Background: an optimization exercise with open tools, aiming at small area and a short achievable clock period. Do not read the settings as production practice. Where RTL was checked, it was by simulation tests only, not by an equivalence proof against the original. Power is estimated from default activity; no workload was simulated.

==> module TMDS_Encoder, before the edit <==
module TMDS_Encoder #(
    parameter SYNC = 0               
) (
    input  wire       PixelClk,
    output reg  [9:0] pDataOutRaw,
    input  wire [7:0] pDataOut,
    input  wire       pC0,
    input  wire       pC1,
    input  wire       pVde,          
    input  wire       pVde_1,        
    input  wire       pVde_2         
);
wire [7:0] d = pDataOut;
wire a1 = d[1] | d[2] | d[3];
wire a2 = (d[1] & d[2]) | (d[1] & d[3]) | (d[2] & d[3]);
wire a3 = d[1] & d[2] & d[3];
wire b1 = d[4] | d[5] | d[6] | d[7];
wire b2 = ((d[4] | d[5]) & (d[6] | d[7])) | (d[4] & d[5]) | (d[6] & d[7]);
wire b3 = ((d[4] & d[5]) & (d[6] | d[7])) | ((d[6] & d[7]) & (d[4] | d[5]));
wire b4 = d[4] & d[5] & d[6] & d[7];
wire sel = b4 | (a1 & b3) | (a2 & b2) | (a3 & b1);
wire x12 = d[1] ^ d[2];
wire x34 = d[3] ^ d[4];
wire x56 = d[5] ^ d[6];
wire p2  = d[0] ^ x12;
wire p4  = p2 ^ x34;
wire p6  = p2 ^ (x34 ^ x56);
reg [3:0] pe_1;      
reg [3:0] nz_1;      
reg       sel_1;
wire [3:0] nz = ~({d[7], d[5], d[3], d[1]} ^ {4{sel}});
always @(posedge PixelClk) begin
    sel_1     <= sel;
    pe_1[3:1] <= {p6, p4, p2};
    nz_1[3:1] <= nz[3:1];
    if (SYNC && !pVde) {nz_1[0], pe_1[0]} <= {pC1, pC0};
    else               {nz_1[0], pe_1[0]} <= {nz[0], d[0]};
end
wire [3:0] nz2 = nz_1;
wire [3:0] neg = nz2 & pe_1;
wire       m0  = ^nz2;
wire       m1  = (nz2[0] & nz2[1]) ^ (nz2[2] & nz2[3]) ^ ((nz2[0] ^ nz2[1]) & (nz2[2] ^ nz2[3]));
wire       m2  = &nz2;
wire [2:0] n   = neg[0] + neg[1] + neg[2] + neg[3];
wire [2:0] xh  = {1'b0, m2, m1} - n;
wire [3:0] X   = {xh, m0};
wire [7:0] q1;
genvar gk;
generate
    for (gk = 0; gk < 4; gk = gk + 1) begin : qm
        assign q1[2*gk]   = pe_1[gk];
        assign q1[2*gk+1] = ~(pe_1[gk] ^ nz_1[gk]);
    end
endgenerate
reg [7:0] q_2;
reg       sel_2;
reg [3:0] X_2;
reg       xz_2;      
always @(posedge PixelClk) begin
    sel_2   <= sel_1;
    X_2     <= X;
    xz_2    <= (X == 4'd0);
    q_2[0]  <= q1[0];
    q_2[7:2] <= q1[7:2];
    if (SYNC && !pVde_1) q_2[1] <= nz_1[0];    
    else                 q_2[1] <= q1[1];
end
reg  [3:0] c_3;
wire       q8  = ~sel_2;
wire       z   = (c_3 == 4'd0) || xz_2;
wire       t   = c_3[3] ^ X_2[3];
wire       inv = z ? sel_2 : t;
wire [3:0] s1  = c_3 + X_2 + {3'b000, q8};
wire [3:0] s0  = c_3 + ~X_2 + {3'b000, q8};
wire [3:0] sa  = sel_2 ? s1 : s0;      
wire [3:0] sb  = t ? s1 : s0;          
wire [9:0] tok  = {~(q_2[1] ^ q_2[0]), ~q_2[0], {8'b01010100 ^ {8{q_2[0]}}}};
wire [9:0] tok0 = 10'b1101010100;
always @(posedge PixelClk) begin
    c_3 <= pVde_2 ? (z ? sa : sb) : 4'd0;
    if (pVde_2)
        pDataOutRaw <= {inv, q8, q_2 ^ {8{inv}}};
    else
        pDataOutRaw <= SYNC ? tok : tok0;
end
endmodule
clock: 4.0 ns
lec_check: 0
cap_margin: 20
core_margin: 2
core_utilization: 60
setup_slack_margin: 2.1
slew_margin: 20
standard.sh (not shown) runs the stock make flow with config.mk's settings and CLKGATE_MAP_FILE= SYNTH_SCRIPT=/design/flow/synth_recipe.tcl, a recipe that flattens the netlist after the stock synthesis.
==> flow/flow/run.sh <==
#!/bin/bash
# Standard layout (the standard.sh) with these ORFS settings on top:
#  ADDER_MAP_FILE= : no adder cells in synthesis, ABC maps the adders as plain gates
#  ABC_AREA=1 with a copy of ORFS's scripts whose abc_area.script is flow/abc.script
#  BUFFER_PORTS_ARGS : the smallest buffer on each port
set -e
SD=$PWD/scripts_abc
rm -rf "$SD"
cp -r "$FLOW_HOME/scripts" "$SD"
cp flow/abc.script "$SD/abc_area.script"
bash standard.sh SCRIPTS_DIR="$SD" ADDER_MAP_FILE= ABC_AREA=1 "BUFFER_PORTS_ARGS=-buffer_cell sky130_fd_sc_hd__buf_1" "CTS_ARGS=-sink_clustering_enable -repair_clock_nets -dont_use_dummy_load -sink_clustering_size 28" > standard.log 2>&1
==> flow/flow/abc.script <==
strash
dc2
&get -n
&dch -f
&nf
&put
buffer -c
topo
stime -c
upsize -c
dnsize -c
Change:
--- a/flow/design.v
+++ b/flow/design.v
@@ -54,31 +54,26 @@
 endgenerate
 reg [7:0] q_2;
 reg       sel_2;
 reg [3:0] X_2;
-reg       xz_2;      
 always @(posedge PixelClk) begin
     sel_2   <= sel_1;
     X_2     <= X;
-    xz_2    <= (X == 4'd0);
     q_2[0]  <= q1[0];
     q_2[7:2] <= q1[7:2];
     if (SYNC && !pVde_1) q_2[1] <= nz_1[0];    
     else                 q_2[1] <= q1[1];
 end
 reg  [3:0] c_3;
 wire       q8  = ~sel_2;
-wire       z   = (c_3 == 4'd0) || xz_2;
-wire       t   = c_3[3] ^ X_2[3];
-wire       inv = z ? sel_2 : t;
+wire       z   = (c_3 == 4'd0) || (X_2 == 4'd0);
+wire       inv = z ? sel_2 : (c_3[3] ^ X_2[3]);
 wire [3:0] s1  = c_3 + X_2 + {3'b000, q8};
 wire [3:0] s0  = c_3 + ~X_2 + {3'b000, q8};
-wire [3:0] sa  = sel_2 ? s1 : s0;      
-wire [3:0] sb  = t ? s1 : s0;          
 wire [9:0] tok  = {~(q_2[1] ^ q_2[0]), ~q_2[0], {8'b01010100 ^ {8{q_2[0]}}}};
 wire [9:0] tok0 = 10'b1101010100;
 always @(posedge PixelClk) begin
-    c_3 <= pVde_2 ? (z ? sa : sb) : 4'd0;
+    c_3 <= pVde_2 ? (inv ? s1 : s0) : 4'd0;
     if (pVde_2)
         pDataOutRaw <= {inv, q8, q_2 ^ {8{inv}}};
     else
         pDataOutRaw <= SYNC ? tok : tok0;
Result:
- hold slack gains 6.8 ps
- synthesized area shrinks by 4.4%
- clock-buffer cell count drops by 8
- non-clock buffer count came out higher by 1
- via count decreases by 5.7%
- final area came out lower by 8.3%
- worst setup slack improves by 110 ps
- routed wire length falls by 5.1%
- combinational power shrinks by about 9%
- fmax went up by 5.8%
Only the layout flow was run in the first run of this note; the RTL was not checked for function there.

## what the ideal ports hide
The results above use ideal ports. As a check the final layouts listed here were re-extracted and re-timed, cells and wires unchanged. Step 1 (the two cells are an assumption about what drives the block):
set clk [get_ports {PixelClk}]
set_driving_cell -lib_cell sky130_fd_sc_hd__clkbuf_16 $clk
set_driving_cell -lib_cell sky130_fd_sc_hd__buf_2 [delete_from_list [all_inputs] $clk]
Step 2, shift: input delay + t, output delay - t, t = (earliest + latest rising clock arrival at the registers) / 2. This alone moves slack from input paths to output paths. Slacks: ideal ports / drivers / drivers and shift; pairs: ideal ports / drivers.
| run | t (ns) | slack for setup (ns) | worst hold slack (ns) | worst data-port slew with drivers (ns) | pins driven straight from the clock port |
|---|---|---|---|---|---|
| the first run | 0.530 | 2.063 / 2.063 / 1.771 | 0.324 / 0.324 / 0.324 | 0.03 | 1 |
| the second run | 0.382 | 2.170 / 2.170 / 1.878 | 0.331 / 0.331 / 0.331 | 0.03 | 1 |
After both steps setup and hold are still met in every run listed.
